This is an optimization exercise on Yosys and OpenROAD, whose aim is small area and a short achievable clock period, not a production implementation.
Only simulation tests tie the RTL to the original design; equivalence was not proved.
Power and IR drop assume default switching activity.

Setup of job 4408:
Design rfg_host, start of the top module:
module rfg_host (
    input  wire        clk,
    input  wire        resn,
    input  wire [7:0]  s_axis_tdata,
    input  wire        s_axis_tvalid,
    output wire        s_axis_tready,
    input  wire [7:0]  s_axis_tid,
    output wire [7:0]  m_axis_tdata,
    output wire        m_axis_tvalid,
    input  wire        m_axis_tready,
    output wire        m_axis_tlast,
    output wire [7:0]  m_axis_tid,
    output wire [7:0]  m_axis_tdest,
    output wire        debug_got_byte,
    output wire [3:0]  debug_state,
    input  wire [15:0]   hk_xadc_temperature,
    input  wire          hk_xadc_temperature_write,
    input  wire [15:0]   hk_xadc_vccint,
    input  wire          hk_xadc_vccint_write,
    output wire [31:0]   hk_conversion_trigger,
    output wire          hk_conversion_trigger_interrupt,
    input  wire          hk_stat_conversions_counter_enable,
    output wire [7:0]    hk_ctrl,
    output wire [2:0]    hk_ctrl_select_adc,
    output wire [7:0]    hk_adcdac_mosi_fifo_m_axis_tdata,
    output wire          hk_adcdac_mosi_fifo_m_axis_tvalid,
    input  wire          hk_adcdac_mosi_fifo_m_axis_tready,
    output wire          hk_adcdac_mosi_fifo_m_axis_tlast,
    input  wire [7:0]    hk_adc_miso_fifo_s_axis_tdata,
    input  wire          hk_adc_miso_fifo_s_axis_tvalid,
    output wire          hk_adc_miso_fifo_s_axis_tready,
    input  wire [31:0]   hk_adc_miso_fifo_read_size,
  ...
export LEC_CHECK = 0
export CAP_MARGIN = 10
export CORE_AREA = 10 10 365 365
export CTS_CLUSTER_DIAMETER = 120
export CTS_CLUSTER_SIZE = 25
export DIE_AREA = 0 0 375 375
export SETUP_SLACK_MARGIN = 3.4
export SLEW_MARGIN = 10
create_clock -name core_clock -period 6.0 [get_ports {clk}]
standard.sh (not shown) runs the stock make flow with config.mk's settings and CLKGATE_MAP_FILE= SYNTH_SCRIPT=/design/flow/synth_recipe.tcl, a recipe that flattens the netlist after the stock synthesis.
==> flow/flow/run.sh <==
#!/bin/bash
set -o pipefail
cp standard.sh standard_sh_copy.log
export BUFFER_PORTS_ARGS="-buffer_cell sky130_fd_sc_hd__buf_1"
bash standard.sh > standard.log 2>&1
Input changes introduced in job 7237 (baseline for comparison: job 4408):
diff --git a/flow/config.mk b/flow/config.mk
--- a/flow/config.mk
+++ b/flow/config.mk
@@ -8,2 +8,2 @@
-export CAP_MARGIN = 10
-export CORE_AREA = 10 10 365 365
+export CAP_MARGIN = 20
+export CORE_AREA = 10 10 380 380
@@ -12,3 +12,3 @@
-export DIE_AREA = 0 0 375 375
-export SETUP_SLACK_MARGIN = 3.4
-export SLEW_MARGIN = 10
+export DIE_AREA = 0 0 390 390
+export SETUP_SLACK_MARGIN = 3.3
+export SLEW_MARGIN = 20
Notes after the runs:
Job 7237 gives less final worst-path setup slack than job 4408 did.
Job 4408 vs job 7237, critical path class: flip-flop to flip-flop vs flip-flop to output port
Total power after layout (lower): job 4408
Row global-route wire length before repair: job 7237 higher / job 4408 lower
Job 7237 ends up with a share of total power in combinational logic that is 0.4 points lower than in job 4408.
The final reports for job 7237 and job 4408 show arrival time at the worst endpoint lower in the former.
The post-route standard cell area excluding fillers of job 7237 is lower than that of job 4408.
[compare] base=job 4408 new=job 7237: full die area +about 8%; proportion of power drawn by the clock network increased 0.8 points; core utilization now smaller; max-capacitance violation count essentially unchanged.
Relative to job 7237, the following input files were edited for job 9638:
diff --git a/flow/config.mk b/flow/config.mk
--- a/flow/config.mk
+++ b/flow/config.mk
@@ -9 +9 @@
-export CORE_AREA = 10 10 380 380
+export CORE_AREA = 10 10 365 365
@@ -12,2 +12,2 @@
-export DIE_AREA = 0 0 390 390
-export SETUP_SLACK_MARGIN = 3.3
+export DIE_AREA = 0 0 375 375
+export SETUP_SLACK_MARGIN = 3.4
==> run summary <==
- First-iteration detailed-routing DRC count, job 7237 and job 9638: higher on job 9638
- Looking at proportion of cell area occupied by registers, job 9638 sits below job 7237.
- Comparing placer's final routability congestion estimate for job 7237 and job 9638, the smaller number came from job 9638.
- Going from job 7237 to job 9638, worst hold slack grows by 0.041 ns.
- Re count of non-filler cells in the finished layout: job 9638 is 31 down on job 7237.
- Per the comparison of job 9638 with job 7237, overall die width shrank by 3.8%, cell count after placement now sits lower.
- Between job 7237 and job 9638, the clock-pin slew on the worst setup and hold paths does not differ in any meaningful way.
- Job 7237 has a higher wire length than job 9638.
- Job 9638 falls short of job 7237 in cell area.


rfg_host, a different RTL version from the one above (not shown whole).
Size in the first run: ~4800 cells after synthesis, ~1200 flip-flops, about 950 I/O pins, roughly 53000 sq um of cells after synthesis.
Settings: LEC_CHECK=0, CAP_MARGIN=10, CORE_AREA=10 10 350 350, CTS_CLUSTER_DIAMETER=120, CTS_CLUSTER_SIZE=25, DIE_AREA=0 0 360 360, GPL_TIMING_DRIVEN=0, SETUP_SLACK_MARGIN=3.4, SLEW_MARGIN=20; clock period 6.0 ns.
Scripts as last shown in full above: flow/flow/run.sh
Next try:
- CORE_AREA: 10 10 350 350 -> 10 10 335 335
- DIE_AREA: 0 0 360 360 -> 0 0 345 345
- GPL_TIMING_DRIVEN: 0 -> unset
- clock power fell by about 3%
- critical path depth fell by 1
- design area fell by 5.4%
- utilization rises by 1.7 points
- non-clock buffer count drops by 397
- via count fell by about 7%
- register-to-register slack is better by 160 ps
Next try:
- CORE_AREA: 10 10 335 335 -> 10 10 365 365
- DIE_AREA: 0 0 345 345 -> 0 0 375 375
=> Clock-buffer cell count decreases by 7; hold slack gets worse by 46 ps; non-clock buffer count came out higher by 32; worst setup slack is worse by 45 ps; global-route usage drops by 3.8 points; first-iteration DRC count climbs by 5.5%.
Next try:
- CORE_AREA: 10 10 365 365 -> 10 10 335 335
- CTS_CLUSTER_DIAMETER: 120 -> 80
- CTS_CLUSTER_SIZE: 25 -> 20
- DIE_AREA: 0 0 375 375 -> 0 0 345 345
Outcome: Setup slack gets better by 110 ps; via count is lower by 0.44%; die area is lower by 15%; non-clock buffer count is lower by 52; sequential power stays flat; register-to-register slack stays flat; synthesized cell count stays the same; synthesized area is unchanged.


Starting RTL as in the previous note.
==> flow/config.mk <==
export PLATFORM = sky130hd
export DESIGN_NAME = rfg_host
export DESIGN_NICKNAME = rfg_host
export VERILOG_FILES = /design/flow/design.v
export SDC_FILE = /design/flow/constraint.sdc
export NUM_CORES = 4
export LEC_CHECK = 0
export CAP_MARGIN = 10
export CORE_AREA = 10 10 320 320
export CTS_CLUSTER_DIAMETER = 80
export CTS_CLUSTER_SIZE = 20
export DIE_AREA = 0 0 330 330
export SETUP_SLACK_MARGIN = 3.4
export SLEW_MARGIN = 20
==> flow/constraint.sdc <==
create_clock -name core_clock -period 6.0 [get_ports {clk}]
set_input_delay 1.2000 -clock core_clock [delete_from_list [all_inputs] [get_ports {clk}]]
set_output_delay 1.2000 -clock core_clock [all_outputs]
set_load 0.01 [all_outputs]
Scripts as last shown in full above: flow/flow/run.sh
Change:
CORE_AREA = 10 10 350 350   (was 10 10 320 320)
CTS_CLUSTER_DIAMETER = 120   (was 80)
CTS_CLUSTER_SIZE = 25   (was 20)
DIE_AREA = 0 0 360 360   (was 0 0 330 330)
What happened:
- power shrinks by 3.5%
- routed wire length increases by 3.9%
- worst setup slack is better by 0.064 ns
- first-iteration DRC count came out lower by 6.8%
- clock-buffer cell count is lower by 24
Change:
CAP_MARGIN = 20   (was 10)
CORE_AREA = 10 10 365 365   (was 10 10 350 350)
DIE_AREA = 0 0 375 375   (was 0 0 360 360)
Effect:
- worst hold slack is about the same
- first-iteration DRC count goes up by 3.0%
- design area goes up by 1.3%
- die area goes up by 8.5%
- area after synthesis does not change
- routed wire length goes up by 3.1%
- setup slack degrades by 0.063 ns
- combinational power goes up by about 1%
- global-route usage goes down by 1.6 points
Change:
CAP_MARGIN = 10   (was 20)
CORE_AREA = 10 10 305 305   (was 10 10 365 365)
DIE_AREA = 0 0 315 315   (was 0 0 375 375)
Final cell count decreases by 7.4%. Cell area shrinks by 2.7%. Total power came out lower by 2.7%. Critical path depth stays the same. Via count goes up by 0.93%. Sequential share of layout area increases by 1.1 points. Global-route usage is higher by 9.4 points. Wire length decreases by 8.2%. Utilization rises by 20 points. Worst setup slack gets better by 0.071 ns. Clock skew goes up by 0.011 ns.
Change:
CORE_AREA = 10 10 320 320   (was 10 10 305 305)
DIE_AREA = 0 0 330 330   (was 0 0 315 315)
Outcome: Register-to-register slack barely changes; cell area barely changes; worst setup slack is worse by 0.017 ns; combinational power drops by about 3%; worst hold slack improved by 0.030 ns; utilization decreases by 6.1 points; die area went up by 9.8%.

==> what the ideal ports hide <==
How much do the figures lean on ideal ports? The routed layouts below were timed once more, with nothing changed but the port constraints. Step 1: set_driving_cell puts a clkbuf_16 on clk and a buf_2 on each other input, an assumption about the parent block. Step 2, shift: input delay + t, output delay - t, t = (earliest + latest rising clock arrival at the registers) / 2. This alone moves slack from input paths to output paths. Three values: no drivers, after step 1, after step 2; two values: the first two.
run | t (ns) | setup WS [ns] | latest minus earliest clock arrival (ns) | slew at the worst register clock pin (ns) | worst data-port slew with drivers (ns)
job 4408 | 0.790 | 3.286 / 3.227 / 2.498 | 0.035 / 0.035 | 0.12 / 0.12 | 0.22
job 7237 | 0.793 | 3.233 / 3.165 / 2.553 | 0.113 / 0.113 | 0.11 / 0.11 | 0.22
job 9638 | 0.802 | 3.275 / 3.205 / 2.437 | 0.051 / 0.050 | 0.12 / 0.12 | 0.22
the first run of note 2 | 0.804 | 3.170 / 3.091 / 2.494 | 0.051 / 0.051 | 0.12 / 0.12 | 0.15
the second run of note 2 | 0.791 | 3.294 / 3.213 / 2.618 | 0.052 / 0.052 | 0.11 / 0.11 | 0.15
the third run of note 2 | 0.799 | 3.249 / 3.166 / 2.597 | 0.041 / 0.042 | 0.12 / 0.12 | 0.26
the fourth run of note 2 | 0.760 | 3.363 / 3.234 / 2.473 | 0.031 / 0.031 | 0.10 / 0.10 | 0.31
the first run of note 3 | 0.750 | 3.248 / 3.241 / 2.515 | 0.033 / 0.033 | 0.09 / 0.09 | 0.24
the second run of note 3 | 0.774 | 3.312 / 3.237 / 2.598 | 0.033 / 0.033 | 0.12 / 0.12 | 0.15
the third run of note 3 | 0.799 | 3.249 / 3.166 / 2.597 | 0.041 / 0.042 | 0.12 / 0.12 | 0.26
the fourth run of note 3 | 0.736 | 3.320 / 3.236 / 2.501 | 0.058 / 0.057 | 0.12 / 0.12 | 0.26
the fifth run of note 3 | 0.774 | 3.302 / 3.200 / 2.426 | 0.030 / 0.030 | 0.12 / 0.12 | 0.26
After both steps setup and hold are still met in every run listed. The setup slack of the fourth run of note 2, which loses most, moves by -0.129 ns with the drivers and by -0.890 ns with both steps.
